Context: an optimization exercise on an open-source flow, tuned for small area, a short achievable clock period and few clock cycles. The choices shown serve that exercise and are no tape-out recipe.
At most, simulation tests tie the RTL to the original design; equivalence was not proved.

Setup of run 1:
Design CONV, start of the top module:
module  CONV(
	input		  clk,
	input		  reset,
	output		  busy,
	input		  ready,
	output [11:0] iaddr,
	input  [19:0] idata,
	output	 	  cwr,
	output [11:0] caddr_wr,
	output [19:0] cdata_wr,
	output	 	  crd,
	output [11:0] caddr_rd,
	input  [19:0] cdata_rd,
	output [ 2:0] csel
	);
Size: roughly 840 flip-flops, ~43000 µm² of cells after synthesis.
clock: 12.0 ns
lec_check: 0
cap_margin: 20
core_margin: 2
core_utilization: 65
cts_buf_list: sky130_fd_sc_hd__clkbuf_8
cts_cluster_diameter: 55
cts_cluster_size: 18
slew_margin: 20
synth_hierarchical: 1
synth_minimum_keep_size: 0
standard.sh (not shown) runs the stock make flow with config.mk's settings and CLKGATE_MAP_FILE= SYNTH_SCRIPT=/design/flow/synth_recipe.tcl, a recipe that flattens the netlist after the stock synthesis.
==> flow/flow/run.sh <==
#!/bin/bash
# The standard layout (standard.sh), with two changes to how it is made; the
# constraints are unchanged:
#  - repair_timing aims for 8 ns of setup slack at the design's clock period;
#  - the port buffers that buffer_ports inserts on every input and output are buf_4 cells.
# Each tool's output is in orfs/logs/; make's own output is in make.log.
set -euo pipefail
bash standard.sh SETUP_SLACK_MARGIN=8 "BUFFER_PORTS_ARGS=-buffer_cell sky130_fd_sc_hd__buf_4" finish > make.log 2>&1
Changes in run 2 relative to run 1:
-- flow/flow/run.sh --
<<< run 1, line 4
#  - repair_timing aims for 8 ns of setup slack at the design's clock period;
>>> run 2, line 4
#  - repair_timing aims for 9 ns of setup slack at the design's clock period;
<<< run 1, line 8
bash standard.sh SETUP_SLACK_MARGIN=8 "BUFFER_PORTS_ARGS=-buffer_cell sky130_fd_sc_hd__buf_4" finish > make.log 2>&1
>>> run 2, line 8
bash standard.sh SETUP_SLACK_MARGIN=9 "BUFFER_PORTS_ARGS=-buffer_cell sky130_fd_sc_hd__buf_4" finish > make.log 2>&1
--- outcome ---
Re design area: run 2 is about 12% up on run 1.
Comparing run 1 and run 2, the higher sum of routed wire segments on met1 was measured on run 1.
Of run 1 and run 2, run 1 shows the lower register-to-register setup slack, with run 2 above it.
Non-clock buffer count ends up lower on run 1.
Run 2 against run 1: antenna diode instance count lower; synthesis-to-finish area growth shows an increase of 12 points.
What run 3 does differently from run 2 at the input level:
-- flow/flow/run.sh --
<<< run 2, line 4
#  - repair_timing aims for 9 ns of setup slack at the design's clock period;
>>> run 3, line 4
#  - repair_timing aims for 8.5 ns of setup slack at the design's clock period;
<<< run 2, line 8
bash standard.sh SETUP_SLACK_MARGIN=9 "BUFFER_PORTS_ARGS=-buffer_cell sky130_fd_sc_hd__buf_4" finish > make.log 2>&1
>>> run 3, line 8
bash standard.sh SETUP_SLACK_MARGIN=8.5 "BUFFER_PORTS_ARGS=-buffer_cell sky130_fd_sc_hd__buf_4" finish > make.log 2>&1
==> comparison <==
Each of the runs, namely run 3 and run 2, reached the end of the flow and came out clean. Of run 3 and run 2, the lower met2 global-route usage belongs to run 3. Delta(global-route wire length before repair, run 3 - run 2) < 0. Sequential share of cell area: lower on run 2.
No functional check of the RTL was part of any run of this note.

* * *

CONV, a different RTL version from the one above (not shown whole).
Size in the first run: roughly 840 flip-flops, about 110 I/O pins, roughly 43000 sq um of cells after synthesis.
// CONV
module  CONV(
	input		  clk,
	input		  reset,
	output		  busy,
	input		  ready,
	output [11:0] iaddr,
	input  [19:0] idata,
	output	 	  cwr,
	output [11:0] caddr_wr,
	output [19:0] cdata_wr,
	output	 	  crd,
	output [11:0] caddr_rd,
	input  [19:0] cdata_rd,
	output [ 2:0] csel
	);
localparam LAT = 2;    
reg        busy_r, done_r, run_r;
reg        zc_r;       
reg        prv_r;      
reg [11:0] rx_r;       
wire [11:0] ra_r = rx_r ^ 12'hfc0;
reg [ 3:0] rr_r;       
reg        rv_r;       
wire       l1_last;
reg        pool_on;    
assign busy  = busy_r;
assign iaddr = ra_r;
wire rlast = (rr_r == 4'd9);
always @(posedge clk or posedge reset) begin
	if (reset) begin
		busy_r    <= 1'b0;
		run_r     <= 1'b0;
		zc_r      <= 1'b1;
		prv_r     <= 1'b0;
		rx_r      <= 12'd0;       
		rr_r      <= 4'd0;
		rv_r      <= 1'b0;
	end else begin
		if (!busy_r && !done_r && ready) begin
			busy_r <= 1'b1;
			run_r  <= 1'b1;
		end
		if (l1_last) begin
			busy_r <= 1'b0;
			run_r  <= 1'b0;
		end
		if (run_r) begin
			if (rlast) begin
				rr_r  <= 4'd0;
				prv_r <= !zc_r || (ra_r[11:6] == 6'd63 && pool_on);
				if (zc_r) begin
					zc_r <= 1'b0;
					rv_r <= (ra_r[11:6] != 6'd63);
				end else if (ra_r[5:0] == 6'd63) begin
					zc_r <= 1'b1;
					rv_r <= 1'b0;
  ...
==> flow/config.mk <==
export PLATFORM = sky130hd
export DESIGN_NAME = CONV
export DESIGN_NICKNAME = CONV
export VERILOG_FILES = /design/flow/design.v
export SDC_FILE = /design/flow/constraint.sdc
export NUM_CORES = 4
export LEC_CHECK = 0
export CAP_MARGIN = 20
export CORE_MARGIN = 2
export CORE_UTILIZATION = 75
export CTS_BUF_LIST = sky130_fd_sc_hd__clkbuf_8
export CTS_CLUSTER_DIAMETER = 55
export CTS_CLUSTER_SIZE = 18
export SLEW_MARGIN = 20
export SYNTH_HIERARCHICAL = 1
export SYNTH_MINIMUM_KEEP_SIZE = 0
==> flow/constraint.sdc <==
create_clock -name core_clock -period 12.0 [get_ports {clk}]
set_input_delay 2.4000 -clock core_clock [delete_from_list [all_inputs] [get_ports {clk}]]
set_output_delay 2.4000 -clock core_clock [all_outputs]
set_load 0.01 [all_outputs]
==> flow/flow/run.sh <==
#!/bin/bash
# The standard layout (standard.sh), with two changes to how it is made; the
# constraints are unchanged:
#  - repair_timing aims for 8.5 ns of setup slack at the design's clock period;
#  - the port buffers that buffer_ports inserts on every input and output are buf_4 cells.
# Each tool's output is in orfs/logs/; make's own output is in make.log.
set -euo pipefail
bash standard.sh SETUP_SLACK_MARGIN=8.5 "BUFFER_PORTS_ARGS=-buffer_cell sky130_fd_sc_hd__buf_4" finish > make.log 2>&1
Testbench counts at the start, summed over its fixed seeds: cycles 62,844.
==> next run, changes <==
--- a/flow/config.mk
+++ b/flow/config.mk
@@ -8,5 +8,5 @@
 export CAP_MARGIN = 20
 export CORE_MARGIN = 2
-export CORE_UTILIZATION = 75
+export CORE_UTILIZATION = 65
 export CTS_BUF_LIST = sky130_fd_sc_hd__clkbuf_8
 export CTS_CLUSTER_DIAMETER = 55
Outcome: The new run completed with no timing, DRC or antenna violations. Sequential share of layout area falls by 0.25 points. Wire length falls by 0.71%. Worst setup slack improves by 0.0070 ns. Hold slack degrades by 0.016 ns. Maximum frequency hardly moves. Count of clock-buffer cells in the layout increases by 5. Cell area grows by 0.42%. Final cell count grows by 2.8%. Core utilization goes down by 11 points. Non-clock buffer count decreases by 8. Area after synthesis stays the same.

* * *

the previous run:
CONV, a different RTL version from the one above (not shown whole).
For scale: ~2700 cells after synthesis, ~820 flip-flops.
clock: 12.0 ns
lec_check: 0
cap_margin: 20
core_margin: 2
core_utilization: 80
cts_buf_list: sky130_fd_sc_hd__clkbuf_16
cts_cluster_diameter: 80
cts_cluster_size: 30
place_density: 0.85
slew_margin: 20
synth_hierarchical: 1
synth_minimum_keep_size: 0
==> flow/flow/run.sh <==
#!/bin/bash
# The standard layout (standard.sh), with two changes to how it is made; the
# constraints are unchanged:
#  - repair_timing aims for 8.4 ns of setup slack at the design's clock period;
#  - the port buffers that buffer_ports inserts on every input and output are buf_1 cells (repair_timing may upsize them).
# Each tool's output is in orfs/logs/; make's own output is in make.log.
set -euo pipefail
bash standard.sh SETUP_SLACK_MARGIN=8.4 "BUFFER_PORTS_ARGS=-buffer_cell sky130_fd_sc_hd__buf_1" finish > make.log 2>&1
No final results exist for the previous run, since it was stopped by error GRT-0232 during global routing (5_1_grt).
Testbench counts of the previous run, summed over its fixed seeds: cycles 62,844.
### the previous run -> the current run
- changing PLACE_DENSITY from 0.85 to 0.75
- changing CORE_UTILIZATION from 80 to 65
Notes after the runs:
The current run: flow completed, timing, DRC and antenna clean. [the current run vs the previous run] final weighted congestion in routability-driven placement: lower in the current run. | instance count after placement with tap cells included | lower: the previous run |. Across both runs, worst-case setup slack after placement was lower for the current run than for the previous run. Taking the previous run over the current run, the width of the chip ratio works out to 0.903. Between the previous run and the current run, the share of synthesized registers carrying an async set or reset figures differ only marginally.

* * *

tundra:
CONV, a different RTL version from the one above (not shown whole).
Size: ~2700 cells after synthesis, about 820 flip-flops, roughly 42000 µm² of cells after synthesis.
export LEC_CHECK = 0
export CAP_MARGIN = 20
export CORE_MARGIN = 2
export CORE_UTILIZATION = 65
export CTS_BUF_LIST = sky130_fd_sc_hd__clkbuf_16
export CTS_CLUSTER_DIAMETER = 80
export CTS_CLUSTER_SIZE = 30
export PLACE_DENSITY = 0.75
export SLEW_MARGIN = 20
export SYNTH_HIERARCHICAL = 1
export SYNTH_MINIMUM_KEEP_SIZE = 0
create_clock -name core_clock -period 12.0 [get_ports {clk}]
==> flow/flow/run.sh <==
#!/bin/bash
# The standard layout (standard.sh), with two changes to how it is made; the
# constraints are unchanged:
#  - repair_timing aims for 8.5 ns of setup slack at the design's clock period;
#  - the port buffers that buffer_ports inserts on every input and output are buf_1 cells (repair_timing may upsize them).
# Each tool's output is in orfs/logs/; make's own output is in make.log.
set -euo pipefail
bash standard.sh SETUP_SLACK_MARGIN=8.5 "BUFFER_PORTS_ARGS=-buffer_cell sky130_fd_sc_hd__buf_1" finish > make.log 2>&1
Edits applied to the flow inputs when going from tundra to harbor:
==> flow/flow/run.sh <==
#!/bin/bash
# The standard layout (standard.sh), with two changes to how it is made; the
# constraints are unchanged:
#  - repair_timing aims for 8.4 ns of setup slack at the design's clock period;
#  - the port buffers that buffer_ports inserts on every input and output are buf_1 cells (repair_timing may upsize them).
# Each tool's output is in orfs/logs/; make's own output is in make.log.
set -euo pipefail
bash standard.sh SETUP_SLACK_MARGIN=8.4 "BUFFER_PORTS_ARGS=-buffer_cell sky130_fd_sc_hd__buf_1" finish > make.log 2>&1
Results
Of tundra and harbor, harbor shows the higher number of buffers and inverters on the critical path, with tundra below it. harbor against tundra; ratio of routed vias to standard cells is down slightly. harbor vs tundra — routed length on met2 dropped slightly. Aggregate routed wire length ends up higher on tundra. Relative to tundra, the number of gates on the worst path with buffers counted of harbor is higher by 6. Between tundra and harbor, the global routing usage on met2 is lower for harbor. There was hardly any difference in slew at the pin closest to its max-slew limit between tundra and harbor. On global-route usage: between tundra and harbor, it ends up lower for harbor. harbor has less setup slack than tundra.
Function was not checked in any run of this note: the RTL went through the layout flow alone.

## port drivers added, routing unchanged
The flow's constraints put no driver on any port. The routed layouts listed below were extracted and timed again, unchanged, in two steps.
Step 1 sets driving cells, clkbuf_16 on the clock port and buf_2 on the other inputs (assumed; they add their load-dependent delay and slew).
Step 2 times the ports against the registers' clock, not the clock port: input delays grow and output delays shrink by t, the midpoint of the rising clock arrivals with the driver on.
a / b / c = ideal / step 1 / step 2; a / b = the first two.
run | t (ns) | setup slack, ns | worst setup path after step 2
run 1 | 0.769 | 8.042 / 8.009 / 8.042 | register to register
run 2 | 0.772 | 8.244 / 8.181 / 8.528 | register to register
run 3 | 0.747 | 8.305 / 8.245 / 8.513 | register to register
the first run of note 2 | 0.744 | 8.273 / 8.212 / 8.475 | register to register
the second run of note 2 | 0.753 | 8.280 / 8.220 / 8.479 | register to register
the current run | 0.681 | 8.367 / 8.297 / 8.386 | register to register
tundra | 0.678 | 8.405 / 8.340 / 8.465 | register to register
harbor | 0.679 | 8.372 / 8.334 / 8.372 | register to register
After both steps every run listed still meets setup and hold.
